Context: an optimization exercise on an open-source flow, tuned for small area. The choices shown serve that exercise and are no tape-out recipe. At most, simulation tests tie the RTL to the original design; equivalence was not proved. For run 4, only the layout was checked, not whether the RTL still works. No activity file was given, so power comes from the tool's default toggle rates.

==> flow/run.sh <==
#!/bin/bash
# Standard ORFS flow with three changes to how the layout is made:
#  - after synthesis, every combinational cell gets its smallest footprint
#    (flow/downsize.tcl); the flow's timing repair upsizes where needed;
#  - the port buffers use the smallest buffer cell;
#  - the clock tree uses clkbuf_8 and no dummy loads.
# Each tool's full output goes to a log file in this folder.
set -eo pipefail
export BUFFER_PORTS_ARGS="-buffer_cell sky130_fd_sc_hd__buf_1"
export REMOVE_ABC_BUFFERS=1
export CTS_ARGS="-sink_clustering_enable -repair_clock_nets -buf_list sky130_fd_sc_hd__clkbuf_8 -dont_use_dummy_load"
bash standard.sh synth > synth.log 2>&1
export DOWNSIZE_ODB=$(ls orfs/results/*/*/*/1_synth.odb)
openroad -no_init -no_splash -exit flow/downsize.tcl > downsize.log 2>&1
touch orfs/results/*/*/*/1_synth.sdc
bash standard.sh > flow.log 2>&1
==> flow/downsize.tcl <==
# Give every combinational cell of the synthesized netlist the smallest
# footprint of its function; timing repair later in the flow upsizes the
# cells that need it. Registers, clock cells, buffers and inverters are kept.
set odb $::env(DOWNSIZE_ODB)
read_db $odb
set db [ord::get_db]
set block [ord::get_db_block]
set n 0
foreach inst [$block getInsts] {
  set m [$inst getMaster]
  set name [$m getName]
  if {![regexp {^sky130_fd_sc_hd__(\w+)_(\d+)$} $name -> base sz]} { continue }
  if {[regexp {^(df|dl|sdf|edf|sedf|clk|buf|conb|tap|fill|decap|diode|lpflow|probe)} $base]} { continue }
  set best $m
  foreach cand {0 1 2 4 6 8 12 16} {
    set cm [$db findMaster sky130_fd_sc_hd__${base}_$cand]
    if {$cm == "NULL"} { continue }
    if {[$cm getWidth] < [$best getWidth] || ([$cm getWidth] == [$best getWidth] && [$best getName] ne $name && $cand > 0)} {
      set best $cm
    }
  }
  if {[$best getWidth] < [$m getWidth]} {
    puts "[$inst getName]: $name -> [$best getName]"
    $inst swapMaster $best
    incr n
  }
}
puts "downsized $n cells"
write_db $odb
==> standard.sh <==
#!/bin/bash
# synth_recipe.tcl (not shown) runs the flow's synth.tcl, then flattens the netlist and writes it again
# the make line also repeats each setting of config.mk as NAME=value (left out here)
make -C /OpenROAD-flow-scripts/flow DESIGN_CONFIG=/design/flow/config.mk WORK_HOME=/design/flow/orfs CLKGATE_MAP_FILE= SYNTH_SCRIPT=/design/flow/synth_recipe.tcl "${@:-finish}"
==> config.mk <==
export PLATFORM = sky130hd
export DESIGN_NAME = alu
export DESIGN_NICKNAME = alu
export VERILOG_FILES = /design/flow/design.v
export SDC_FILE = /design/flow/constraint.sdc
export NUM_CORES = 4
export LEC_CHECK = 0
export CAP_MARGIN = 20
export CORE_MARGIN = 2
export CORE_UTILIZATION = 60
export GPL_TIMING_DRIVEN = 0
export SLEW_MARGIN = 20
export SYNTH_HIERARCHICAL = 1
==> constraint.sdc <==
create_clock -name core_clock -period 8.0 [get_ports {CLK}]
set_input_delay 1.6000 -clock core_clock [delete_from_list [all_inputs] [get_ports {CLK}]]
set_output_delay 1.6000 -clock core_clock [all_outputs]
set_load 0.01 [all_outputs]
==> design.v <==
module alu(OPA, OPB, CIN, INP_VALID, CLK, RST, CMD, CE, MODE, COUT, OFLOW, RES, G, E, L, ERR);
    input [7:0] OPA, OPB;
    input CLK, RST, CE, MODE, CIN;
    input [1:0] INP_VALID;
    input [3:0] CMD;
    output reg [15:0] RES;
    output reg COUT;
    output reg OFLOW;
    output reg G;
    output reg E;
    output reg L;
    output reg ERR;
    wire [3:0] fam_d;
    wire [7:0] xan_d, ybn_d;
    wire       cn_d;
    alu_dec u_dec (.OPA(OPA), .OPB(OPB), .CIN(CIN), .INP_VALID(INP_VALID), .CMD(CMD), .CE(CE), .MODE(MODE),
                   .fam_d(fam_d), .xan_d(xan_d), .ybn_d(ybn_d), .cn_d(cn_d));
    reg [3:0] fam;
    reg [7:0] xan, ybn;
    reg       cn;
    always @(posedge CLK) begin
        fam <= fam_d;
        xan <= xan_d;
        ybn <= ybn_d;
        cn  <= cn_d;
    end
    wire s_alu = ~fam[3] & ~fam[2];                  
    wire s_add = ~fam[3] & ~fam[2] & ~fam[1] & fam[0];
    wire s_sub = ~fam[3] & fam[1] & ~fam[0];
    wire s_sgn = ~fam[3] & fam[1] & fam[0];
    wire s_cmp = ~fam[3] & fam[2] & ~fam[0];
    wire s_err = ~fam[3] & fam[2] & fam[0];
    wire s_lo  = fam[3] & fam[1];                    
    wire s_hi  = fam[3] & fam[0];                    
    wire s_mul = fam[2] & fam[1];                    
    wire s_sft = fam[3] & fam[2] & ~fam[1];          
    wire [15:0] P;
    alu_mul u_mul (.xan(xan), .ybn(ybn), .cn(cn), .add(~fam[3]), .mul(s_mul), .P(P));
    wire [8:0] S = P[8:0];
    wire xa7 = ~xan[7];
    wire yb7 = ~ybn[7];
    wire z8  = ~|S[7:0];
    wire r8  = xa7 ^ yb7 ^ S[8];
    wire neg = s_cmp ? ~S[8] : r8;
    wire gel = s_cmp | s_sgn;
    wire [15:0] res_d;
    assign res_d[7:0]  = ({8{s_alu | s_lo}} & P[7:0]) | ({8{s_hi}} & P[15:8]) |
                         ({8{s_sft}} & {P[6:0], 1'b0});
    assign res_d[15:8] = ({8{s_mul}} & P[15:8]) | ({8{s_sft}} & P[14:7]) | {8{s_sgn & r8}};
    wire cout_d  = (s_add & S[8]) | (s_sgn & r8);
    wire oflow_d = (s_sub & ~S[8]) | (s_sgn & ~(xa7 ^ yb7) & (S[7] ^ xa7));
    wire g_d     = gel & ~neg & ~z8;
    wire e_d     = gel & ~neg & z8;
    wire l_d     = gel & neg;
    always @(posedge CLK or posedge RST) begin
        if (RST) begin
            RES <= 16'd0;
            COUT <= 1'b0;
            OFLOW <= 1'b0;
            G <= 1'b0;
            E <= 1'b0;
            L <= 1'b0;
            ERR <= 1'b0;
        end else begin
            RES <= res_d;
            COUT <= cout_d;
            OFLOW <= oflow_d;
            G <= g_d;
            E <= e_d;
            L <= l_d;
            ERR <= s_err;
        end
    end
endmodule
module alu_dec(OPA, OPB, CIN, INP_VALID, CMD, CE, MODE, fam_d, xan_d, ybn_d, cn_d);
    input [7:0] OPA, OPB;
    input CE, MODE, CIN;
    input [1:0] INP_VALID;
    input [3:0] CMD;
    output [3:0] fam_d;
    output [7:0] xan_d, ybn_d;
    output cn_d;
    wire [3:0] t;
    wire yinv, yen;
    wire [7:0] oh;
    alu_ctl u_ctl (.OPB(OPB), .CIN(CIN), .INP_VALID(INP_VALID), .CMD(CMD), .CE(CE), .MODE(MODE),
                   .fam_d(fam_d), .t(t), .yinv(yinv), .yen(yen), .oh(oh), .cn_d(cn_d));
    genvar k;
    generate for (k = 0; k < 8; k = k + 1) begin : bitk
        alu_xbit u_x (.a(OPA[k]), .b(OPB[k]), .t(t), .xn(xan_d[k]));
        alu_ybit u_y (.b(OPB[k]), .yinv(yinv), .yen(yen), .oh(oh[k]), .yn(ybn_d[k]));
    end endgenerate
endmodule
module alu_xbit(a, b, t, xn);
    input a, b;
    input [3:0] t;
    output xn;
    assign xn = ~(a ? (b ? t[3] : t[2]) : (b ? t[1] : t[0]));
endmodule
module alu_ybit(b, yinv, yen, oh, yn);
    input b, yinv, yen, oh;
    output yn;
    assign yn = ~(((b ^ yinv) & yen) | oh);
endmodule
module alu_ctl(OPB, CIN, INP_VALID, CMD, CE, MODE, fam_d, t, yinv, yen, oh, cn_d);
    input [7:0] OPB;
    input CE, MODE, CIN;
    input [1:0] INP_VALID;
    input [3:0] CMD;
    output [3:0] fam_d;
    output reg [3:0] t;
    output yinv, yen;
    output [7:0] oh;
    output cn_d;
    wire M = MODE;
    wire [3:0] C = CMD;
    wire [2:0] s = OPB[2:0];
    wire q = CIN & (&OPB);        
    wire e = |OPB[7:3];           
    wire unA1 = M & ~C[3] & C[2] & ~C[1];    
    wire unB1 = M & ~C[3] & C[2] & C[1];     
    wire unA0 = ~M & ((~C[3] & C[2] & C[1] & ~C[0]) | (C[3] & ~C[2] & ~C[1]));   
    wire unB0 = ~M & ((~C[3] & C[2] & C[1] & C[0]) | (C[3] & ~C[2] & C[1]));     
    wire exists = M ? ~(C[3] & C[2] & (C[1] | C[0])) : ~(C[3] & C[2] & C[1]);
    wire vok = ((unA1 | unA0) & INP_VALID[0]) | ((unB1 | unB0) & INP_VALID[1]) |
               (~(unA1 | unA0 | unB1 | unB0) & INP_VALID[0] & INP_VALID[1]);
    wire ok = CE & exists & vok;
    reg [3:0] f;
    always @* begin
        if (M) begin
            if (~C[3]) f = {2'b00, C[0] & ~(C[1] & ~C[2] & q), ~C[2] & (~C[0] | (C[1] & q))};
            else case (C[2:0])
                3'd0: f = 4'b0100;
                3'd1: f = 4'b1110;
                3'd2: f = 4'b1100;
                default: f = 4'b0011;
            endcase
        end else begin
            if (~C[3]) f = 4'b0000;
            else if (~C[2]) f = {2'b10, C[0], ~C[0]};
            else f = e ? 4'b0101 : 4'b1011;
        end
    end
    assign fam_d = ok ? f : 4'b1000;
    assign yen  = M & ~(~C[3] & C[2] & ~C[1]);
    assign yinv = C[3] ? (~C[1] & ~C[0]) : (C[0] & ~C[2]);
    wire yff  = M & ~C[3] & C[2] & ~C[1] & C[0];    
    wire ohen = ~M & C[3];
    wire dir = C[2] & C[0];
    wire [2:0] u = C[2] ? s : {~C[0], ~C[0], 1'b1};
    wire [2:0] r;
    assign r[0] = u[0];
    assign r[1] = u[1] ^ (dir & u[0]);
    assign r[2] = u[2] ^ (dir & (u[1] | u[0]));
    wire [3:0] lo = {r[1] & r[0], r[1] & ~r[0], ~r[1] & r[0], ~r[1] & ~r[0]} | {4{yff}};
    wire [1:0] hi = ({r[2], ~r[2]} & {2{ohen}}) | {2{yff}};
    assign oh = {lo & {4{hi[1]}}, lo & {4{hi[0]}}};
    reg c_d;
    always @* begin
        if (M) begin
            if (~C[3]) c_d = C[2] ? ~C[0] : (C[1] ? (CIN ^ C[0]) : C[0]);
            else       c_d = ~(C[1] & C[0]);
        end else c_d = 1'b0;
    end
    assign cn_d = ~c_d;
    always @* begin
        if (M) t = C[3] ? 4'b1100 : (C[2] & C[1]) ? {4{C[0]}} : 4'b1100;
        else case (C)
            4'd0: t = 4'b1000;   
            4'd1: t = 4'b0111;   
            4'd2: t = 4'b1110;   
            4'd3: t = 4'b0001;   
            4'd4: t = 4'b0110;   
            4'd5: t = 4'b1001;   
            4'd6: t = 4'b0011;   
            4'd7: t = 4'b0101;   
            4'd10, 4'd11: t = 4'b1010;  
            default: t = 4'b1100;   
        endcase
    end
endmodule
module alu_mul(xan, ybn, cn, add, mul, P);
    input [7:0] xan, ybn;
    input cn, add, mul;
    output [15:0] P;
    wire [7:0] xa = ~xan;
    wire [7:0] yb = ~ybn;
    wire pp_1_1 = ~(xan[1] | ybn[1] | add);
    wire pp_1_2 = ~(xan[1] | ybn[2] | add);
    wire pp_1_3 = ~(xan[1] | ybn[3] | add);
    wire pp_1_4 = ~(xan[1] | ybn[4] | add);
    wire pp_1_5 = ~(xan[1] | ybn[5] | add);
    wire pp_1_6 = ~(xan[1] | ybn[6] | add);
    wire pp_1_7 = ~(xan[1] | ybn[7] | add);
    wire pp_2_1 = ~(xan[2] | ybn[1] | add);
    wire pp_2_2 = ~(xan[2] | ybn[2] | add);
    wire pp_2_3 = ~(xan[2] | ybn[3] | add);
    wire pp_2_4 = ~(xan[2] | ybn[4] | add);
    wire pp_2_5 = ~(xan[2] | ybn[5] | add);
    wire pp_2_6 = ~(xan[2] | ybn[6] | add);
    wire pp_2_7 = ~(xan[2] | ybn[7] | add);
    wire pp_3_1 = ~(xan[3] | ybn[1] | add);
    wire pp_3_2 = ~(xan[3] | ybn[2] | add);
    wire pp_3_3 = ~(xan[3] | ybn[3] | add);
    wire pp_3_4 = ~(xan[3] | ybn[4] | add);
    wire pp_3_5 = ~(xan[3] | ybn[5] | add);
    wire pp_3_6 = ~(xan[3] | ybn[6] | add);
    wire pp_3_7 = ~(xan[3] | ybn[7] | add);
    wire pp_4_1 = ~(xan[4] | ybn[1] | add);
    wire pp_4_2 = ~(xan[4] | ybn[2] | add);
    wire pp_4_3 = ~(xan[4] | ybn[3] | add);
    wire pp_4_4 = ~(xan[4] | ybn[4] | add);
    wire pp_4_5 = ~(xan[4] | ybn[5] | add);
    wire pp_4_6 = ~(xan[4] | ybn[6] | add);
    wire pp_4_7 = ~(xan[4] | ybn[7] | add);
    wire pp_5_1 = ~(xan[5] | ybn[1] | add);
    wire pp_5_2 = ~(xan[5] | ybn[2] | add);
    wire pp_5_3 = ~(xan[5] | ybn[3] | add);
    wire pp_5_4 = ~(xan[5] | ybn[4] | add);
    wire pp_5_5 = ~(xan[5] | ybn[5] | add);
    wire pp_5_6 = ~(xan[5] | ybn[6] | add);
    wire pp_5_7 = ~(xan[5] | ybn[7] | add);
    wire pp_6_1 = ~(xan[6] | ybn[1] | add);
    wire pp_6_2 = ~(xan[6] | ybn[2] | add);
    wire pp_6_3 = ~(xan[6] | ybn[3] | add);
    wire pp_6_4 = ~(xan[6] | ybn[4] | add);
    wire pp_6_5 = ~(xan[6] | ybn[5] | add);
    wire pp_6_6 = ~(xan[6] | ybn[6] | add);
    wire pp_6_7 = ~(xan[6] | ybn[7] | add);
    wire pp_7_1 = ~(xan[7] | ybn[1] | add);
    wire pp_7_2 = ~(xan[7] | ybn[2] | add);
    wire pp_7_3 = ~(xan[7] | ybn[3] | add);
    wire pp_7_4 = ~(xan[7] | ybn[4] | add);
    wire pp_7_5 = ~(xan[7] | ybn[5] | add);
    wire pp_7_6 = ~(xan[7] | ybn[6] | add);
    wire pp_7_7 = ~(xan[7] | ybn[7] | add);
    wire m1 = yb[0] & mul, m0 = add | (mul ^ yb[0]);
    wire n1 = xa[0] & mul, n0 = add | (mul ^ xa[0]);
    wire r0_0 = (xa[0] & m0);
    wire r0_1 = (xa[0] & m1) | (xa[1] & m0);
    wire r0_2 = (xa[1] & m1) | (xa[2] & m0);
    wire r0_3 = (xa[2] & m1) | (xa[3] & m0);
    wire r0_4 = (xa[3] & m1) | (xa[4] & m0);
    wire r0_5 = (xa[4] & m1) | (xa[5] & m0);
    wire r0_6 = (xa[5] & m1) | (xa[6] & m0);
    wire r0_7 = (xa[6] & m1) | (xa[7] & m0);
    wire r0_8 = (xa[7] & m1);
    wire c0_1 = (yb[1] & n0);
    wire c0_2 = (yb[1] & n1) | (yb[2] & n0);
    wire c0_3 = (yb[2] & n1) | (yb[3] & n0);
    wire c0_4 = (yb[3] & n1) | (yb[4] & n0);
    wire c0_5 = (yb[4] & n1) | (yb[5] & n0);
    wire c0_6 = (yb[5] & n1) | (yb[6] & n0);
    wire c0_7 = (yb[6] & n1) | (yb[7] & n0);
    wire c0_8 = (yb[7] & n1);
    wire b0m = yb[0] & (mul | add);
    wire c0 = mul | (add & ~cn);
    wire fs1, fc2;
    wire fs3, fc4;
    wire fs5, fc6;
    wire fs7, fc8;
    wire fs9, fc10;
    wire fs11, fc12;
    wire fs13, fc14;
    wire fs15, fc16;
    wire fs17, fc18;
    wire fs19, fc20;
    wire fs21, fc22;
    wire fs23, fc24;
    wire fs25, fc26;
    wire fs27, fc28;
    wire fs29, fc30;
    wire fs31, fc32;
    wire fs33, fc34;
    wire fs35, fc36;
    wire fs37, fc38;
    wire fs39, fc40;
    wire fs41, fc42;
    wire fs43, fc44;
    wire fs45, fc46;
    wire fs47, fc48;
    wire fs49, fc50;
    wire fs51, fc52;
    wire fs53, fc54;
    wire fs55, fc56;
    wire fs57, fc58;
    wire fs59, fc60;
    wire fs61, fc62;
    wire fs63, fc64;
    wire fs65, fc66;
    wire fs67, fc68;
    wire fs69, fc70;
    wire fs71, fc72;
    wire fs73, fc74;
    wire fs75, fc76;
    wire fs77, fc78;
    wire fs79, fc80;
    wire fs81, fc82;
    wire fs83, fc84;
    wire fs85, fc86;
    wire fs87, fc88;
    wire fs89, fc90;
    wire fs91, fc92;
    wire fs93, fc94;
    wire fs95, fc96;
    wire fs97, fc98;
    wire fs99, fc100;
    wire fs101, fc102;
    wire hs103, hc104;
    wire hs105, hc106;
    wire hs107, hc108;
    wire hs109, hc110;
    wire hs111, hc112;
    wire hs113, hc114;
    wire hs115, hc116;
    wire hs117, hc118;
    wire hs119, hc120;
    wire hs121, hc122;
    wire hs123, hc124;
    wire hs125, hc126;
    wire hs127, hc128;
    wire xs129;
    alu_fa u_fs1 (.a(r0_0), .b(b0m), .c(c0), .s(fs1), .co(fc2));
    alu_fa u_fs3 (.a(r0_1), .b(c0_1), .c(fc2), .s(fs3), .co(fc4));
    alu_fa u_fs5 (.a(pp_1_1), .b(r0_2), .c(c0_2), .s(fs5), .co(fc6));
    alu_fa u_fs7 (.a(pp_1_2), .b(pp_2_1), .c(r0_3), .s(fs7), .co(fc8));
    alu_fa u_fs9 (.a(c0_3), .b(fc6), .c(fs7), .s(fs9), .co(fc10));
    alu_fa u_fs11 (.a(pp_1_3), .b(pp_2_2), .c(pp_3_1), .s(fs11), .co(fc12));
    alu_fa u_fs13 (.a(r0_4), .b(c0_4), .c(fs11), .s(fs13), .co(fc14));
    alu_fa u_fs15 (.a(fc8), .b(fs13), .c(fc10), .s(fs15), .co(fc16));
    alu_fa u_fs17 (.a(pp_1_4), .b(pp_2_3), .c(pp_3_2), .s(fs17), .co(fc18));
    alu_fa u_fs19 (.a(pp_4_1), .b(r0_5), .c(c0_5), .s(fs19), .co(fc20));
    alu_fa u_fs21 (.a(fc12), .b(fs17), .c(fs19), .s(fs21), .co(fc22));
    alu_fa u_fs23 (.a(fc14), .b(fs21), .c(fc16), .s(fs23), .co(fc24));
    alu_fa u_fs25 (.a(pp_1_5), .b(pp_2_4), .c(pp_3_3), .s(fs25), .co(fc26));
    alu_fa u_fs27 (.a(pp_4_2), .b(pp_5_1), .c(r0_6), .s(fs27), .co(fc28));
    alu_fa u_fs29 (.a(c0_6), .b(fc18), .c(fs25), .s(fs29), .co(fc30));
    alu_fa u_fs31 (.a(fc20), .b(fs27), .c(fs29), .s(fs31), .co(fc32));
    alu_fa u_fs33 (.a(fc22), .b(fs31), .c(fc24), .s(fs33), .co(fc34));
    alu_fa u_fs35 (.a(pp_1_6), .b(pp_2_5), .c(pp_3_4), .s(fs35), .co(fc36));
    alu_fa u_fs37 (.a(pp_4_3), .b(pp_5_2), .c(pp_6_1), .s(fs37), .co(fc38));
    alu_fa u_fs39 (.a(r0_7), .b(c0_7), .c(fc26), .s(fs39), .co(fc40));
    alu_fa u_fs41 (.a(fs35), .b(fs37), .c(fc28), .s(fs41), .co(fc42));
    alu_fa u_fs43 (.a(fc30), .b(fs39), .c(fs41), .s(fs43), .co(fc44));
    alu_fa u_fs45 (.a(fc32), .b(fs43), .c(fc34), .s(fs45), .co(fc46));
    alu_fa u_fs47 (.a(pp_1_7), .b(pp_2_6), .c(pp_3_5), .s(fs47), .co(fc48));
    alu_fa u_fs49 (.a(pp_4_4), .b(pp_5_3), .c(pp_6_2), .s(fs49), .co(fc50));
    alu_fa u_fs51 (.a(pp_7_1), .b(r0_8), .c(c0_8), .s(fs51), .co(fc52));
    alu_fa u_fs53 (.a(fc36), .b(fc38), .c(fs47), .s(fs53), .co(fc54));
    alu_fa u_fs55 (.a(fs49), .b(fs51), .c(fc40), .s(fs55), .co(fc56));
    alu_fa u_fs57 (.a(fs53), .b(fc42), .c(fs55), .s(fs57), .co(fc58));
    alu_fa u_fs59 (.a(fc44), .b(fs57), .c(fc46), .s(fs59), .co(fc60));
    alu_fa u_fs61 (.a(pp_2_7), .b(pp_3_6), .c(pp_4_5), .s(fs61), .co(fc62));
    alu_fa u_fs63 (.a(pp_5_4), .b(pp_6_3), .c(pp_7_2), .s(fs63), .co(fc64));
    alu_fa u_fs65 (.a(fc48), .b(fc50), .c(fs61), .s(fs65), .co(fc66));
    alu_fa u_fs67 (.a(fs63), .b(fc52), .c(fc54), .s(fs67), .co(fc68));
    alu_fa u_fs69 (.a(fs65), .b(fc56), .c(fs67), .s(fs69), .co(fc70));
    alu_fa u_fs71 (.a(fc58), .b(fs69), .c(fc60), .s(fs71), .co(fc72));
    alu_fa u_fs73 (.a(pp_3_7), .b(pp_4_6), .c(pp_5_5), .s(fs73), .co(fc74));
    alu_fa u_fs75 (.a(pp_6_4), .b(pp_7_3), .c(fc62), .s(fs75), .co(fc76));
    alu_fa u_fs77 (.a(fc64), .b(fs73), .c(fc66), .s(fs77), .co(fc78));
    alu_fa u_fs79 (.a(fs75), .b(fc68), .c(fs77), .s(fs79), .co(fc80));
    alu_fa u_fs81 (.a(fc70), .b(fs79), .c(fc72), .s(fs81), .co(fc82));
    alu_fa u_fs83 (.a(pp_4_7), .b(pp_5_6), .c(pp_6_5), .s(fs83), .co(fc84));
    alu_fa u_fs85 (.a(pp_7_4), .b(fc74), .c(fs83), .s(fs85), .co(fc86));
    alu_fa u_fs87 (.a(fc76), .b(fs85), .c(fc78), .s(fs87), .co(fc88));
    alu_fa u_fs89 (.a(fc80), .b(fs87), .c(fc82), .s(fs89), .co(fc90));
    alu_fa u_fs91 (.a(pp_5_7), .b(pp_6_6), .c(pp_7_5), .s(fs91), .co(fc92));
    alu_fa u_fs93 (.a(fc84), .b(fs91), .c(fc86), .s(fs93), .co(fc94));
    alu_fa u_fs95 (.a(fs93), .b(fc88), .c(fc90), .s(fs95), .co(fc96));
    alu_fa u_fs97 (.a(pp_6_7), .b(pp_7_6), .c(fc92), .s(fs97), .co(fc98));
    alu_fa u_fs99 (.a(fs97), .b(fc94), .c(fc96), .s(fs99), .co(fc100));
    alu_fa u_fs101 (.a(pp_7_7), .b(fc98), .c(fc100), .s(fs101), .co(fc102));
    alu_ha u_hs103 (.a(fc4), .b(fs5), .s(hs103), .co(hc104));
    alu_ha u_hs105 (.a(fs9), .b(hc104), .s(hs105), .co(hc106));
    alu_ha u_hs107 (.a(fs15), .b(hc106), .s(hs107), .co(hc108));
    alu_ha u_hs109 (.a(fs23), .b(hc108), .s(hs109), .co(hc110));
    alu_ha u_hs111 (.a(fs33), .b(hc110), .s(hs111), .co(hc112));
    alu_ha u_hs113 (.a(fs45), .b(hc112), .s(hs113), .co(hc114));
    alu_ha u_hs115 (.a(fs59), .b(hc114), .s(hs115), .co(hc116));
    alu_ha u_hs117 (.a(fs71), .b(hc116), .s(hs117), .co(hc118));
    alu_ha u_hs119 (.a(fs81), .b(hc118), .s(hs119), .co(hc120));
    alu_ha u_hs121 (.a(fs89), .b(hc120), .s(hs121), .co(hc122));
    alu_ha u_hs123 (.a(fs95), .b(hc122), .s(hs123), .co(hc124));
    alu_ha u_hs125 (.a(fs99), .b(hc124), .s(hs125), .co(hc126));
    alu_ha u_hs127 (.a(fs101), .b(hc126), .s(hs127), .co(hc128));
    assign xs129 = fc102 ^ hc128;
    assign P = {xs129, hs127, hs125, hs123, hs121, hs119, hs117, hs115, hs113, hs111, hs109, hs107, hs105, hs103, fs3, fs1};
endmodule
module alu_fa(a, b, c, s, co);
    input a, b, c;
    output s, co;
    assign s  = a ^ b ^ c;
    assign co = (a & b) | (a & c) | (b & c);
endmodule
module alu_ha(a, b, s, co);
    input a, b;
    output s, co;
    assign s  = a ^ b;
    assign co = a & b;
endmodule
==> results.json, run 1 <==
{
  "status": "timing/DRC/antenna clean",
  "hold_class": "reg -> reg",
  "via_per_inst": 6.27,
  "period_minus_slack_ns": 7.71,
  "finalNetCount": 525,
  "wl_per_cell_um": 17.4,
  "cp_max_fo": 12,
  "end_kind": "flop",
  "worst_slack_ns": 0.290,
  "postPlaceCellArea_sq_um": 4200,
  "postRouteWirelength_mm": 8.78,
  "rsz0062_at_grt": "no",
  "core-area_sq_um": 6760,
  "grt_pass1_vias": 3071,
  "maxCapViolCount": 0,
  "timing.fmax_mhz": 130,
  "yosys_warnings": 8,
  "n_antenna_cell": 0,
  "hpwl_mm": 6.88,
  "tritoncts": "done",
  "synth_area_per_cell_sq_um": 10.1,
  "clock_latency_ns": 0.29,
  "dp_slack_ns": -0.128,
  "die_h_um": 87.5,
  "cts_inserted_buffers": 5,
  "ir_drop_mv": 0.0834,
  "grt_start_max_net_pins": 25,
  "post-route-util_pct": 63.8,
  "crit_path_start_kind": "flop",
  "syn-instance-count": 415,
  "fin_skew_ns": 0.0243,
  "fp.dieW_um": 87.5,
  "htreeDepth": 2,
  "leakage_nw": 2.01,
  "clk_pin_slew_ns": 0.08,
  "gp_congestion": 0.857,
  "hold_violations": 0,
  "fp-row-count": 30,
  "drt_iter0_drc": 174,
  "p_per_area_nw_per_um2": 188,
  "ioPinCount": 49,
  "vias": 3172,
  "maxSlewViolCount": 0,
  "tightest_slew_ns": 0.949,
  "cts_hold_buf": 0,
  "finalCritPeriodShare_pct": 96.4,
  "start_util_pct": 62.0,
  "hold_slack_ns": 0.544,
  "slew_headroom_pct": 36.2,
  "portBuffers": 48,
  "cts_sinks": 43,
  "track_usage_pct": 24.6,
  "synth_area_sq_um": 4190,
  "fin_setup_tns_ns": 0,
  "drtAntennaViolNets": 0,
  "drive_gt1_share_pct": 6.57,
  "clockRootBuffer": "clkbuf_8",
  "stdcell_area_sq_um": 4310,
  "crit_type": "reg -> reg",
  "power_mw": 0.809,
  "overflow": 0,
  "cts_buffer_depth": 2,
  "cp.required_ns": 8.18,
  "drc_errors": 0,
  "crit_arrival_ns": 7.89,
  "dpl.cell_count": 498,
  "syn_to_final_growth_pct": 2.90,
  "setup-violations-final": 0,
  "fillers": 582,
  "grt_pass1_wl_mm": 14.8,
  "dr.pass1.iters": 5,
  "die_area_sq_um": 7660,
  "finalNonFillerCells": 506,
  "antenna_found_initial": 0
}
==> layout make-up <==
class | instances | area [sq um] | share of cell area, %
timing repair buffer | 53 | 225 | 5.23
multi-input combinational | 306 | 2870 | 66.6
clock buffer | 5 | 68.8 | 1.60
sequential | 43 | 971 | 22.5
inverter | 19 | 75.1 | 1.74
tap | 80 | 100 | 2.32
==> metal layers <==
metal  global-route usage [%]  wire (um)  vias up
met5                        0          0        -
met4                     5.03         82        0
met3                     2.83        449        8
met2                     42.5       4510      109
met1                     34.0       3740     1567
li1                         -          -     1488
==> state kept, by name, summed over array words and instances (netlist names) <==
name,flops
RES,16
G,1
cn,1
OFLOW,1
xan,8
ERR,1
COUT,1
fam,4
ybn,8
E,1
L,1
==> where the power goes <==
group	switching, mW	leakage (nW)	internal [mW]	total [mW]
registers	0.0285	0.480	0.234	0.263
clock network	0.0628	0.0359	0.0562	0.119
logic	0.238	1.49	0.189	0.427
==> worst paths after layout <==
path	startpoint	endpoint	slack (ns)	cells past startpoint
max	fam[3]	RES[7]	0.29	20
min	fam[2]	ERR	0.54	1
max reg2reg	fam[3]	RES[7]	0.29	20
min reg2reg	fam[2]	ERR	0.54	1
max in group asynchronous	RST	COUT	6.12	2
min in group asynchronous	RST	G	1.40	2
==> cell usage in the layout (no fill, tap or decap), types with 3 or more instances in the layout <==
master and instances:
fa_1 51, buf_1 48, nor2_1 40, nor3_1 31, dfrtp_1 22, dfxtp_1 21, ha_1 19, inv_1 17
a21oi_1 17, a221o_1 15, o22ai_1 15, and3_1 12, nand2_1 11, xor2_1 10, mux4_2 8, o21ai_0 5
a211oi_1 5, clkbuf_8 5, and2_1 4, nor2b_1 4, or3_1 4, nor3b_1 4, buf_4 4, o21ai_1 3
or4_1 3, or2_1 3
==> worst max-delay path: stages, from the launching register on <==
cell        delay, ns
dfxtp_1          0.54
clkinvlp_4       0.31
buf_4            0.24
nor3_1           0.27
fa_1             0.48
fa_1             0.47
fa_1             0.42
fa_1             0.40
fa_1             0.40
fa_1             0.39
fa_1             0.38
fa_1             0.39
fa_1             0.40
fa_1             0.39
fa_1             0.39
fa_1             0.41
fa_1             0.45
ha_1             0.22
xor2_1           0.18
and3_1           0.20
a221o_1          0.26
==> repair_timing <==
action / 4_1_cts / 5_1_grt
resized for setup: 1 / 4
endpoints found under the setup margin: 2 / 4
pin swaps: 0 / 0
buffers inserted: 0 / 3
==> inputs of run 2 (changes only) <==
--- a/config.mk
+++ b/config.mk
@@ -9,3 +9,3 @@
 export CORE_MARGIN = 2
-export CORE_UTILIZATION = 60
+export CORE_UTILIZATION = 40
 export GPL_TIMING_DRIVEN = 0
==> results.json, run 2 <==
{
  "crit_type": "reg -> reg",
  "fin_setup_tns_ns": 0,
  "crit_arrival_ns": 7.82,
  "reg_top3": "RES: 16 flops, xan: 8 flops, ybn: 8 flops",
  "crit_top_cell": "fa_1",
  "timing.fmax_mhz": 131,
  "track_usage_pct": 17.4,
  "tritoncts": "done",
  "fin_skew_ns": 0.0236,
  "start_util_pct": 40.9,
  "clkPwrFrac_pct": 15.0,
  "overflow": 0,
  "ff_latch_area_sq_um": 972,
  "cp.required_ns": 8.19,
  "setup-violations-final": 0,
  "cts_hold_buf": 0,
  "power_frac_comb_pct": 52.3,
  "worst_slack_ns": 0.369,
  "postRouteWirelength_mm": 9.52,
  "syn_to_final_growth_pct": 3.94,
  "end_kind": "flop",
  "cp_max_fo": 14,
  "drive_gt1_share_pct": 6.37,
  "dr.pass1.iters": 4,
  "gp_congestion": 0.817,
  "synth_area_per_cell_sq_um": 10.1,
  "period_minus_slack_ns": 7.63,
  "wl_per_cell_um": 17.0,
  "maxSlewViolCount": 0,
  "slowest_delay_ns": 0.51,
  "core-area_sq_um": 10200,
  "clockRootBuffer": "clkbuf_8",
  "fp-row-count": 37,
  "final_common_cell": "fa_1",
  "die_area_sq_um": 11300,
  "fillers": 1040,
  "r2r-end": "RES[7]",
  "clock_latency_ns": 0.29,
  "die_h_um": 106,
  "whs_path_depth": 1,
  "ioPinCount": 49,
  "most-common-layout-cells": "fa_1, buf_1, nor2_1",
  "leakage_nw": 1.98,
  "reg2reg_slack_ns": 0.37,
  "drtAntennaViolNets": 0,
  "largest_register_ffs": 16,
  "cts_buffer_depth": 2,
  "vias": 3196,
  "status": "timing/DRC/antenna clean",
  "finalNetCount": 523,
  "swShare_pct": 41.5,
  "slew_headroom_pct": 38.4,
  "clk_pin_slew_ns": 0.09,
  "dp_slack_ns": -0.135,
  "r2r-start": "fam[3]",
  "hold_class": "reg -> reg",
  "hold_slack_ns": 0.552,
  "p_per_area_nw_per_um2": 187,
  "finalCritPeriodShare_pct": 95.4,
  "cts_inserted_buffers": 5,
  "crit_path_start_kind": "flop",
  "ir_drop_mv": 0.127,
  "drc_errors": 0,
  "post-route-util_pct": 42.5,
  "syn-instance-count": 415,
  "antenna_found_initial": 0,
  "internal_power_mw": 0.477,
  "p_sw_mw": 0.338,
  "cts_sinks": 43,
  "hold_violations": 0,
  "hpwl_mm": 7.32,
  "grt_pass1_wl_mm": 15.5,
  "p_seq_share_pct": 32.6,
  "cpMaxStageDelayCell": "dfxtp_2",
  "portBuffers": 48,
  "worstHoldEndpoint": "ERR",
  "yosys_warnings": 8,
  "fp.dieW_um": 106,
  "synth_area_sq_um": 4190,
  "tightest_slew_ns": 0.916,
  "worstHoldStart": "fam[2]",
  "n_antenna_cell": 0,
  "maxCapViolCount": 0,
  "rsz0062_at_grt": "no",
  "path_cells": "clkinvlp_4 -> or2_1 -> nor2_1 -> fa_1 -> fa_1 -> fa_1 -> fa_1 -> fa_1 -> fa_1 -> fa_1 -> fa_1 -> fa_1 -> fa_1 -> fa_1 -> fa_1 -> fa_1 -> ha_1 -> xor2_1 -> and3_1 -> a221o_1",
  "largest-register": "RES",
  "grt_start_max_net_pins": 25,
  "grt_pass1_vias": 3097,
  "multi_input_area_sq_um": 2870,
  "htreeDepth": 2,
  "via_per_inst": 5.71,
  "drt_iter0_drc": 187,
  "reg2reg_depth": 20
}
[run 2: area by class of cell]
type / count / area share (%)
Sequential cell: 43 / 22.3
Timing Repair inverter: 2 / 0.230
Multi-Input combinational cell: 306 / 65.9
Clock buffer: 5 / 1.58
Inverter: 19 / 1.73
Timing Repair Buffer: 49 / 4.31
Tap cell: 136 / 3.91
[run 2: how the worst max path moves through the flow]
stage | end | from | cells after the start | slack (ns)
final | RES[7] | fam[3] | 20 | 0.37
after global routing | RES[7] | fam[3] | 20 | 0.04
after CTS | RES[7] | fam[3] | 20 | 0.06
after detailed placement | RES[7] | fam[3] | 20 | -0.13
after global placement | RES[7] | fam[3] | 20 | -0.005
after floorplan | RES[7] | fam[1] | 21 | 0.59
[run 2: routing by layer]
metal | track usage [%] | vias to the layer above | share of wire [%]
li1 | - | 1485 | -
met1 | 23.3 | 1584 | 43
met2 | 29.4 | 115 | 50
met3 | 2.70 | 12 | 6.3
met4 | 4.32 | 0 | 1.4
met5 | 0 | - | 0
[run 2: metrics by stage]
step / power, mW / std cells / instance area (sq um)
final: 0.815 / 560 / 4350
after global routing: 0.878 / 560 / 4350
after CTS: 0.825 / 560 / 4340
after detailed placement: 0.701 / 553 / 4260
after global placement: 0.680 / 552 / 4240
after floorplan: 0.561 / 368 / 3890
[run 2: power groups by stage]
stage                     combinational (mW)  clock (mW)  sequential, mW
after global placement                 0.413           0           0.268
after global routing                   0.473       0.137           0.269
after CTS                              0.433       0.128           0.265
after detailed placement               0.432           0           0.269
final                                  0.426       0.123           0.266
after floorplan                        0.300           0           0.261
[run 2: worst max-delay path: cells and delay by family, from the launching register on]
kind | cells | cell delay (ns)
DFF | 1 | 0.51
buffers and inverters | 1 | 0.32
adders and majority gates | 14 | 5.52
AOI/OAI and AO/OA | 1 | 0.25
and+or+nand+nor | 3 | 0.73
xor gates and xnor gates | 1 | 0.18
[run 2: repair_timing]
action,4_1_cts,5_1_grt
gates resized for setup,2,4
gates cloned,2,0
pin swaps,0,0
setup endpoints to repair,3,4
endpoints found under the hold margin,0,0
setup buffers,0,0
==> inputs of run 3 (changes only) <==
--- a/design.v
+++ b/design.v
@@ -83,6 +83,6 @@
     wire [3:0] t;
-    wire yinv, yen;
+    wire yena, yenb;
     wire [7:0] oh;
     alu_ctl u_ctl (.OPB(OPB), .CIN(CIN), .INP_VALID(INP_VALID), .CMD(CMD), .CE(CE), .MODE(MODE),
-                   .fam_d(fam_d), .t(t), .yinv(yinv), .yen(yen), .oh(oh), .cn_d(cn_d));
+                   .fam_d(fam_d), .t(t), .yena(yena), .yenb(yenb), .oh(oh), .cn_d(cn_d));
     genvar k;
@@ -90,3 +90,3 @@
         alu_xbit u_x (.a(OPA[k]), .b(OPB[k]), .t(t), .xn(xan_d[k]));
-        alu_ybit u_y (.b(OPB[k]), .yinv(yinv), .yen(yen), .oh(oh[k]), .yn(ybn_d[k]));
+        alu_ybit u_y (.a(OPA[k]), .b(OPB[k]), .yena(yena), .yenb(yenb), .oh(oh[k]), .yn(ybn_d[k]));
     end endgenerate
@@ -99,8 +99,8 @@
 endmodule
-module alu_ybit(b, yinv, yen, oh, yn);
-    input b, yinv, yen, oh;
+module alu_ybit(a, b, yena, yenb, oh, yn);
+    input a, b, yena, yenb, oh;
     output yn;
-    assign yn = ~(((b ^ yinv) & yen) | oh);
+    assign yn = ~((a & yena) | (b & yenb) | oh);
 endmodule
-module alu_ctl(OPB, CIN, INP_VALID, CMD, CE, MODE, fam_d, t, yinv, yen, oh, cn_d);
+module alu_ctl(OPB, CIN, INP_VALID, CMD, CE, MODE, fam_d, t, yena, yenb, oh, cn_d);
     input [7:0] OPB;
@@ -111,3 +111,3 @@
     output reg [3:0] t;
-    output yinv, yen;
+    output yena, yenb;
     output [7:0] oh;
@@ -144,4 +144,6 @@
     assign fam_d = ok ? f : 4'b1000;
-    assign yen  = M & ~(~C[3] & C[2] & ~C[1]);
-    assign yinv = C[3] ? (~C[1] & ~C[0]) : (C[0] & ~C[2]);
+    wire yen  = M & ~(~C[3] & C[2] & ~C[1]);
+    wire yinv = C[3] ? (~C[1] & ~C[0]) : (C[0] & ~C[2]);
+    assign yena = yen & yinv;
+    assign yenb = yen & ~yinv;
     wire yff  = M & ~C[3] & C[2] & ~C[1] & C[0];    
@@ -166,3 +168,3 @@
     always @* begin
-        if (M) t = C[3] ? 4'b1100 : (C[2] & C[1]) ? {4{C[0]}} : 4'b1100;
+        if (M) t = yinv ? 4'b0101 : C[3] ? 4'b1100 : (C[2] & C[1]) ? {4{C[0]}} : 4'b1100;
         else case (C)
==> results.json, run 3 <==
{
  "status": "timing/DRC/antenna clean",
  "grt_util_met2_pct": 28.7,
  "syn_to_final_growth_pct": 3.33,
  "antenna_found_initial": 0,
  "htreeDepth": 2,
  "finalCritPeriodShare_pct": 96.4,
  "drive_gt1_share_pct": 6.19,
  "n_antenna_cell": 0,
  "reg_top3": "RES: 16 flops, xan: 8 flops, ybn: 8 flops",
  "cp.required_ns": 8.18,
  "tritoncts": "done",
  "syn-instance-count": 414,
  "cts_buffer_depth": 2,
  "clk_pin_slew_ns": 0.08,
  "vias": 3195,
  "drt_iter0_drc": 157,
  "r2r-start": "fam[1]",
  "start_util_pct": 40.8,
  "dpl.cell_count": 549,
  "use_met3_pct": 2.39,
  "ir_drop_mv": 0.0884,
  "drc_errors": 0,
  "maxSlewViolCount": 0,
  "synth_area_per_cell_sq_um": 10.1,
  "busiest_layer": "met2",
  "crit_path_start": "fam[1]",
  "wl_per_cell_um": 17.1,
  "ioPinCount": 49,
  "leakage_nw": 1.93,
  "cts_inserted_buffers": 5,
  "core-area_sq_um": 10200,
  "use_met1_pct": 23.9,
  "largest-register": "RES",
  "grt_pass1_vias": 3201,
  "hpwl_mm": 7.30,
  "cts_hold_buf": 0,
  "die_h_um": 106,
  "most-common-layout-cells": "fa_1, buf_1, nor2_1",
  "postRouteWirelength_mm": 9.50,
  "final_common_cell": "fa_1",
  "worstHoldStart": "fam[2]",
  "maxCapViolCount": 0,
  "cts_setup_buffers": 0,
  "finalNetCount": 519,
  "largest_register_ffs": 16,
  "setup-violations-final": 0,
  "slew_headroom_pct": 30.2,
  "portBuffers": 48,
  "synth_area_sq_um": 4170,
  "drtAntennaViolNets": 0,
  "yosys_warnings": 8,
  "timing.fmax_mhz": 130,
  "overflow": 0,
  "grt_start_max_net_pins": 28,
  "die_area_sq_um": 11300,
  "cp_max_fo": 12,
  "finalNonFillerCells": 556,
  "post-route-util_pct": 42.1,
  "end_kind": "flop",
  "reg2reg_slack_ns": 0.29,
  "rsz0062_at_grt": "no",
  "grt_pass1_wl_mm": 15.6,
  "period_minus_slack_ns": 7.71,
  "hold_class": "reg -> reg",
  "power_mw": 0.766,
  "clock_latency_ns": 0.29,
  "dr.pass1.iters": 4,
  "hold_violations": 0,
  "p_per_area_nw_per_um2": 178,
  "fin_skew_ns": 0.0214,
  "tightest_slew_ns": 1.05,
  "fp.dieW_um": 106,
  "clockRootBuffer": "clkbuf_8",
  "fp-row-count": 37,
  "via_per_inst": 5.75,
  "stdcell_area_sq_um": 4310,
  "postPlaceCellArea_sq_um": 4220,
  "crit_arrival_ns": 7.89,
  "gp_congestion": 0.925,
  "crit_type": "reg -> reg",
  "track_usage_pct": 17.4,
  "crit_path_start_kind": "flop",
  "cts_sinks": 43
}
-- run 3: through the flow --
step	TNS, ns	setup slack, ns	hold WS, ns
2_1_floorplan	0	0.593	0.487
4_1_cts	0	0.0406	0.504
3_3_place_gp	-0.0453	-0.0453	0.530
3_5_place_dp	-0.195	-0.121	0.522
6_report	0	0.292	0.501
5_1_grt	0	0.0306	0.535
-- run 3: final timing paths --
check,to,cells past startpoint
min in group asynchronous,G,2
hold / removal,ERR,1
setup / recovery,RES[7],21
max in group asynchronous,RES[13],2
hold reg to reg,ERR,1
setup reg to reg,RES[7],21
-- run 3: worst max-delay path: stages, from the launching register on --
cell	delay, ns
dfxtp_1	0.43
and2_2	0.32
ha_1	0.28
nor2_2	0.30
o22ai_1	0.15
fa_1	0.46
fa_1	0.43
fa_1	0.40
fa_1	0.39
fa_1	0.39
fa_1	0.38
fa_1	0.38
fa_1	0.38
fa_1	0.38
fa_1	0.39
fa_1	0.41
fa_1	0.40
fa_1	0.47
ha_1	0.23
xor2_1	0.18
and3_1	0.19
a221o_1	0.26
-- run 3: per-layer routing --
layer,share of wire [%],vias to the layer above
met5,0,-
met2,48,111
met3,4.8,14
met1,46,1586
met4,1.5,0
li1,-,1484
-- run 3: layout make-up --
type	count	area (sq um)
fill	1004	5920
multi-input combinational	302	2830
sequential	43	972
timing repair buffer	48	180
tap	136	170
inverter	20	78.8
clock buffer	5	68.8
timing repair inverter	2	10.0
-- run 3: timing repair --
action | CTS | global route
resized for setup | 2 | 3
gates cloned | 1 | 1
endpoints found under the setup margin | 2 | 4
-- run 3: power breakdown --
part	leakage (nW)	switching (mW)	internal [mW]
clock	0.0359	0.0598	0.0561
combinational	1.42	0.219	0.169
sequential	0.480	0.0297	0.233
total	1.93	0.308	0.458
==> inputs of run 4 (changes only) <==
--- a/design.v
+++ b/design.v
@@ -26,17 +26,18 @@
     end
-    wire s_alu = ~fam[3] & ~fam[2];                  
+    wire s_alu = ~fam[3] & (~fam[2] | (fam[1] & ~fam[0]));    
     wire s_add = ~fam[3] & ~fam[2] & ~fam[1] & fam[0];
-    wire s_sub = ~fam[3] & fam[1] & ~fam[0];
-    wire s_sgn = ~fam[3] & fam[1] & fam[0];
-    wire s_cmp = ~fam[3] & fam[2] & ~fam[0];
-    wire s_err = ~fam[3] & fam[2] & fam[0];
+    wire s_sub = ~fam[3] & ~fam[2] & fam[1] & ~fam[0];
+    wire s_sgn = ~fam[3] & fam[1] & (fam[2] ^ fam[0]);
+    wire s_cmp = ~fam[3] & fam[2] & ~fam[1] & ~fam[0];
+    wire s_err = ~fam[3] & fam[2] & ~fam[1] & fam[0];
+    wire s_inv = ~fam[3] & ~fam[0] & (fam[2] | fam[1]);      
     wire s_lo  = fam[3] & fam[1];                    
     wire s_hi  = fam[3] & fam[0];                    
-    wire s_mul = fam[2] & fam[1];                    
+    wire s_mul = fam[3] & fam[2] & fam[1];                  
     wire s_sft = fam[3] & fam[2] & ~fam[1];          
     wire [15:0] P;
-    alu_mul u_mul (.xan(xan), .ybn(ybn), .cn(cn), .add(~fam[3]), .mul(s_mul), .P(P));
+    alu_mul u_mul (.xan(xan), .ybn(ybn), .cn(cn), .add(~fam[3]), .inv(s_inv), .mul(s_mul), .P(P));
     wire [8:0] S = P[8:0];
     wire xa7 = ~xan[7];
-    wire yb7 = ~ybn[7];
+    wire yb7 = ~ybn[7] ^ s_inv;
     wire z8  = ~|S[7:0];
@@ -83,6 +84,6 @@
     wire [3:0] t;
-    wire yena, yenb;
+    wire yen;
     wire [7:0] oh;
     alu_ctl u_ctl (.OPB(OPB), .CIN(CIN), .INP_VALID(INP_VALID), .CMD(CMD), .CE(CE), .MODE(MODE),
-                   .fam_d(fam_d), .t(t), .yena(yena), .yenb(yenb), .oh(oh), .cn_d(cn_d));
+                   .fam_d(fam_d), .t(t), .yen(yen), .oh(oh), .cn_d(cn_d));
     genvar k;
@@ -90,3 +91,3 @@
         alu_xbit u_x (.a(OPA[k]), .b(OPB[k]), .t(t), .xn(xan_d[k]));
-        alu_ybit u_y (.a(OPA[k]), .b(OPB[k]), .yena(yena), .yenb(yenb), .oh(oh[k]), .yn(ybn_d[k]));
+        alu_ybit u_y (.b(OPB[k]), .yen(yen), .oh(oh[k]), .yn(ybn_d[k]));
     end endgenerate
@@ -99,8 +100,8 @@
 endmodule
-module alu_ybit(a, b, yena, yenb, oh, yn);
-    input a, b, yena, yenb, oh;
+module alu_ybit(b, yen, oh, yn);
+    input b, yen, oh;
     output yn;
-    assign yn = ~((a & yena) | (b & yenb) | oh);
+    assign yn = ~((b & yen) | oh);
 endmodule
-module alu_ctl(OPB, CIN, INP_VALID, CMD, CE, MODE, fam_d, t, yena, yenb, oh, cn_d);
+module alu_ctl(OPB, CIN, INP_VALID, CMD, CE, MODE, fam_d, t, yen, oh, cn_d);
     input [7:0] OPB;
@@ -111,3 +112,3 @@
     output reg [3:0] t;
-    output yena, yenb;
+    output yen;
     output [7:0] oh;
@@ -130,3 +131,3 @@
         if (M) begin
-            if (~C[3]) f = {2'b00, C[0] & ~(C[1] & ~C[2] & q), ~C[2] & (~C[0] | (C[1] & q))};
+            if (~C[3]) f = {2'b00, C[0] & ~(C[1] & ~C[2] & q), ~C[2] & ~C[0]};
             else case (C[2:0])
@@ -135,3 +136,4 @@
                 3'd2: f = 4'b1100;
-                default: f = 4'b0011;
+                3'd3: f = 4'b0011;
+                default: f = 4'b0110;
             endcase
@@ -144,7 +146,3 @@
     assign fam_d = ok ? f : 4'b1000;
-    wire yen  = M & ~(~C[3] & C[2] & ~C[1]);
-    wire yinv = C[3] ? (~C[1] & ~C[0]) : (C[0] & ~C[2]);
-    assign yena = yen & yinv;
-    assign yenb = yen & ~yinv;
-    wire yff  = M & ~C[3] & C[2] & ~C[1] & C[0];    
+    assign yen  = M & (C[3] | ~C[2]) & ~(~C[3] & C[1] & C[0] & q);
     wire ohen = ~M & C[3];
@@ -156,4 +154,4 @@
     assign r[2] = u[2] ^ (dir & (u[1] | u[0]));
-    wire [3:0] lo = {r[1] & r[0], r[1] & ~r[0], ~r[1] & r[0], ~r[1] & ~r[0]} | {4{yff}};
-    wire [1:0] hi = ({r[2], ~r[2]} & {2{ohen}}) | {2{yff}};
+    wire [3:0] lo = {r[1] & r[0], r[1] & ~r[0], ~r[1] & r[0], ~r[1] & ~r[0]};
+    wire [1:0] hi = {r[2], ~r[2]} & {2{ohen}};
     assign oh = {lo & {4{hi[1]}}, lo & {4{hi[0]}}};
@@ -168,3 +166,3 @@
     always @* begin
-        if (M) t = yinv ? 4'b0101 : C[3] ? 4'b1100 : (C[2] & C[1]) ? {4{C[0]}} : 4'b1100;
+        if (M) t = (~C[3] & C[2] & C[1]) ? 4'b1010 : 4'b1100;
         else case (C)
@@ -183,5 +181,5 @@
 endmodule
-module alu_mul(xan, ybn, cn, add, mul, P);
+module alu_mul(xan, ybn, cn, add, inv, mul, P);
     input [7:0] xan, ybn;
-    input cn, add, mul;
+    input cn, add, inv, mul;
     output [15:0] P;
@@ -239,3 +237,3 @@
     wire m1 = yb[0] & mul, m0 = add | (mul ^ yb[0]);
-    wire n1 = xa[0] & mul, n0 = add | (mul ^ xa[0]);
+    wire n1 = xa[0] & mul, n0 = (add & ~inv) | (~add & (mul ^ xa[0])), ni = add & inv;
     wire r0_0 = (xa[0] & m0);
@@ -249,11 +247,11 @@
     wire r0_8 = (xa[7] & m1);
-    wire c0_1 = (yb[1] & n0);
-    wire c0_2 = (yb[1] & n1) | (yb[2] & n0);
-    wire c0_3 = (yb[2] & n1) | (yb[3] & n0);
-    wire c0_4 = (yb[3] & n1) | (yb[4] & n0);
-    wire c0_5 = (yb[4] & n1) | (yb[5] & n0);
-    wire c0_6 = (yb[5] & n1) | (yb[6] & n0);
-    wire c0_7 = (yb[6] & n1) | (yb[7] & n0);
+    wire c0_1 = (yb[1] & n0) | (ybn[1] & ni);
+    wire c0_2 = (yb[1] & n1) | (yb[2] & n0) | (ybn[2] & ni);
+    wire c0_3 = (yb[2] & n1) | (yb[3] & n0) | (ybn[3] & ni);
+    wire c0_4 = (yb[3] & n1) | (yb[4] & n0) | (ybn[4] & ni);
+    wire c0_5 = (yb[4] & n1) | (yb[5] & n0) | (ybn[5] & ni);
+    wire c0_6 = (yb[5] & n1) | (yb[6] & n0) | (ybn[6] & ni);
+    wire c0_7 = (yb[6] & n1) | (yb[7] & n0) | (ybn[7] & ni);
     wire c0_8 = (yb[7] & n1);
-    wire b0m = yb[0] & (mul | add);
+    wire b0m = (yb[0] ^ inv) & (mul | add);
     wire c0 = mul | (add & ~cn);
==> results.json, run 4 <==
{
  "core-area_sq_um": 10700,
  "largest_register_ffs": 16,
  "cts_buffer_depth": 2,
  "grt_pass1_vias": 3233,
  "cts_inserted_buffers": 5,
  "yosys_warnings": 8,
  "period_minus_slack_ns": 7.67,
  "die_area_sq_um": 11800,
  "tritoncts": "done",
  "drc_errors": 0,
  "hold_class": "reg -> reg",
  "cts_hold_buf": 0,
  "syn-instance-count": 453,
  "fin_setup_tns_ns": 0,
  "status": "timing/DRC/antenna clean",
  "crit_family": "adder cells",
  "maxCapViolCount": 0,
  "hold_violations": 0,
  "power_mw": 0.707,
  "n_antenna_cell": 0,
  "maxSlewViolCount": 0,
  "synth_area_per_cell_sq_um": 9.64,
  "stdcell_area_sq_um": 4490,
  "clock_latency_ns": 0.29,
  "slew_headroom_pct": 29.7,
  "cpMaxStageDelayCell": "dfxtp_2",
  "track_usage_pct": 16.8,
  "cp_max_fo": 13,
  "grt_pass1_wl_mm": 15.8,
  "antenna_found_initial": 0,
  "setup-violations-final": 0,
  "vias": 3402,
  "finalCritPeriodShare_pct": 95.9,
  "most-common-layout-cells": "fa_1, buf_1, nor2_1",
  "fillers": 1086,
  "tightest_slew_ns": 1.06,
  "overflow": 0,
  "dr.pass1.iters": 5,
  "path_buf_inv": 1,
  "leakage_nw": 2.00,
  "cts_sinks": 43,
  "fp.dieW_um": 108,
  "syn_to_final_growth_pct": 2.87,
  "hold_slack_ns": 0.579,
  "crit_path_start_kind": "flop",
  "crit_top_cell": "fa_1",
  "busiest_layer": "met2",
  "dp_slack_ns": -0.307,
  "postPlaceCellArea_sq_um": 4360,
  "fin_skew_ns": 0.0204,
  "clk_pin_slew_ns": 0.08,
  "use_met3_pct": 2.29,
  "start_util_pct": 40.6,
  "cp.required_ns": 8.15,
  "htreeDepth": 2,
  "grt_util_met2_pct": 28.1,
  "die_h_um": 108,
  "crit_arrival_ns": 7.82,
  "worst_slack_ns": 0.326,
  "reg_top3": "RES: 16 flops, xan: 8 flops, ybn: 8 flops",
  "postRouteWirelength_mm": 9.43,
  "path_cells": "and3_1 -> ha_1 -> nor2_4 -> o22ai_1 -> fa_1 -> fa_1 -> fa_1 -> fa_1 -> fa_1 -> fa_1 -> fa_1 -> fa_1 -> fa_1 -> fa_1 -> fa_1 -> fa_1 -> fa_1 -> ha_1 -> xor2_1 -> a222oi_1 -> inv_1",
  "largest-register": "RES",
  "rsz0062_at_grt": "no",
  "grt_start_max_net_pins": 27,
  "final_common_cell": "fa_1",
  "clockRootBuffer": "clkbuf_8",
  "fp-row-count": 38,
  "via_per_inst": 5.64,
  "slowest_delay_ns": 0.53,
  "timing.fmax_mhz": 130,
  "wl_per_cell_um": 15.6,
  "ir_drop_mv": 0.0849,
  "hpwl_mm": 7.29,
  "portBuffers": 48,
  "drtAntennaViolNets": 0,
  "ioPinCount": 49,
  "finalNetCount": 562,
  "p_per_area_nw_per_um2": 157,
  "end_kind": "flop",
  "use_met1_pct": 23.5,
  "drive_gt1_share_pct": 6.26,
  "synth_area_sq_um": 4370,
  "gp_congestion": 0.840,
  "drt_iter0_drc": 165,
  "crit_type": "reg -> reg"
}
## run 4: cell type report
class | instances | area [sq um] | area share (%)
multi-input combinational | 331 | 2940 | 65.4
sequential | 43 | 977 | 21.8
timing repair buffer | 51 | 203 | 4.51
tap | 140 | 175 | 3.90
inverter | 31 | 120 | 2.67
clock buffer | 5 | 68.8 | 1.53
timing repair inverter | 2 | 10.0 | 0.223
## run 4: power breakdown
part / leakage [nW] / internal [mW] / switching [mW]
logic: 1.48 / 0.137 / 0.196
clock network: 0.0359 / 0.0562 / 0.0604
registers: 0.481 / 0.232 / 0.0251
total: 2.00 / 0.425 / 0.282
## run 4: final timing paths
path                            endpoint   start  cells past startpoint  slack, ns
worst max-delay path              RES[7]  fam[3]                     21       0.33
worst min-delay path                 ERR  fam[2]                      2       0.58
worst max register to register    RES[7]  fam[3]                     21       0.33
worst min register to register       ERR  fam[2]                      2       0.58
max in group asynchronous         RES[1]     RST                      2       6.11
min in group asynchronous         RES[9]     RST                      2       1.40
## run 4: timing repair
| action | 4_1_cts | 5_1_grt |
|---|---|---|
| cloned | 2 | 0 |
| pin swaps | 0 | 0 |
| setup endpoints to repair | 4 | 4 |
| buffers inserted | 0 | 3 |
| resized for setup | 4 | 4 |
## run 4: worst register-to-register path: cells and delay by family (launching register included)
kind	cells	cell delay [ns]
compound gates	2	0.44
xor+xnor	1	0.18
fa+ha+maj	15	5.80
buf+inv	1	0.08
flops	1	0.53
simple gates	2	0.52
## run 4: metal layers
layer	part of all wire, %	vias to the layer above	wire, um
met3	6.5	6	611
met4	0.55	0	52
met2	48	134	4570
met1	45	1668	4200
li1	-	1594	-
met5	0	-	0
## run 4: per-stage QoR
step                cells  util, %
global route          603     41.8
CTS                   600     41.4
finish                603     41.8
global placement      593     40.6
floorplan             405        -
detailed placement    593     40.6

==> re-timing with driven ports <==
The flow's constraints put no driver on any port. The routed layouts listed below were extracted and timed again, unchanged, in two steps. Step 1: set_driving_cell puts a clkbuf_16 on CLK and a buf_2 on each other input, an assumption about the parent block. Step 2 moves the port delays by t, midway between the first and last clock arrival at a register: inputs arrive t later, outputs are due t later. That takes back most of the time a late clock gives input paths. a / b / c = ideal ports / drivers / drivers and shift; a / b = the first two.
| run | t (ns) | setup slack, ns | worst setup path after step 2 | slew at the worst register clock pin (ns) | worst slew at a driven data input, ns |
|---|---|---|---|---|---|
| run 1 | 0.306 | 0.290 / 0.290 / 0.290 | register to register | 0.08 / 0.08 | 0.03 |
| run 2 | 0.311 | 0.369 / 0.369 / 0.369 | register to register | 0.09 / 0.09 | 0.03 |
| run 3 | 0.306 | 0.292 / 0.292 / 0.292 | register to register | 0.08 / 0.08 | 0.03 |
| run 4 | 0.309 | 0.326 / 0.326 / 0.326 | register to register | 0.08 / 0.08 | 0.03 |
After both steps setup and hold are still met in every run listed.
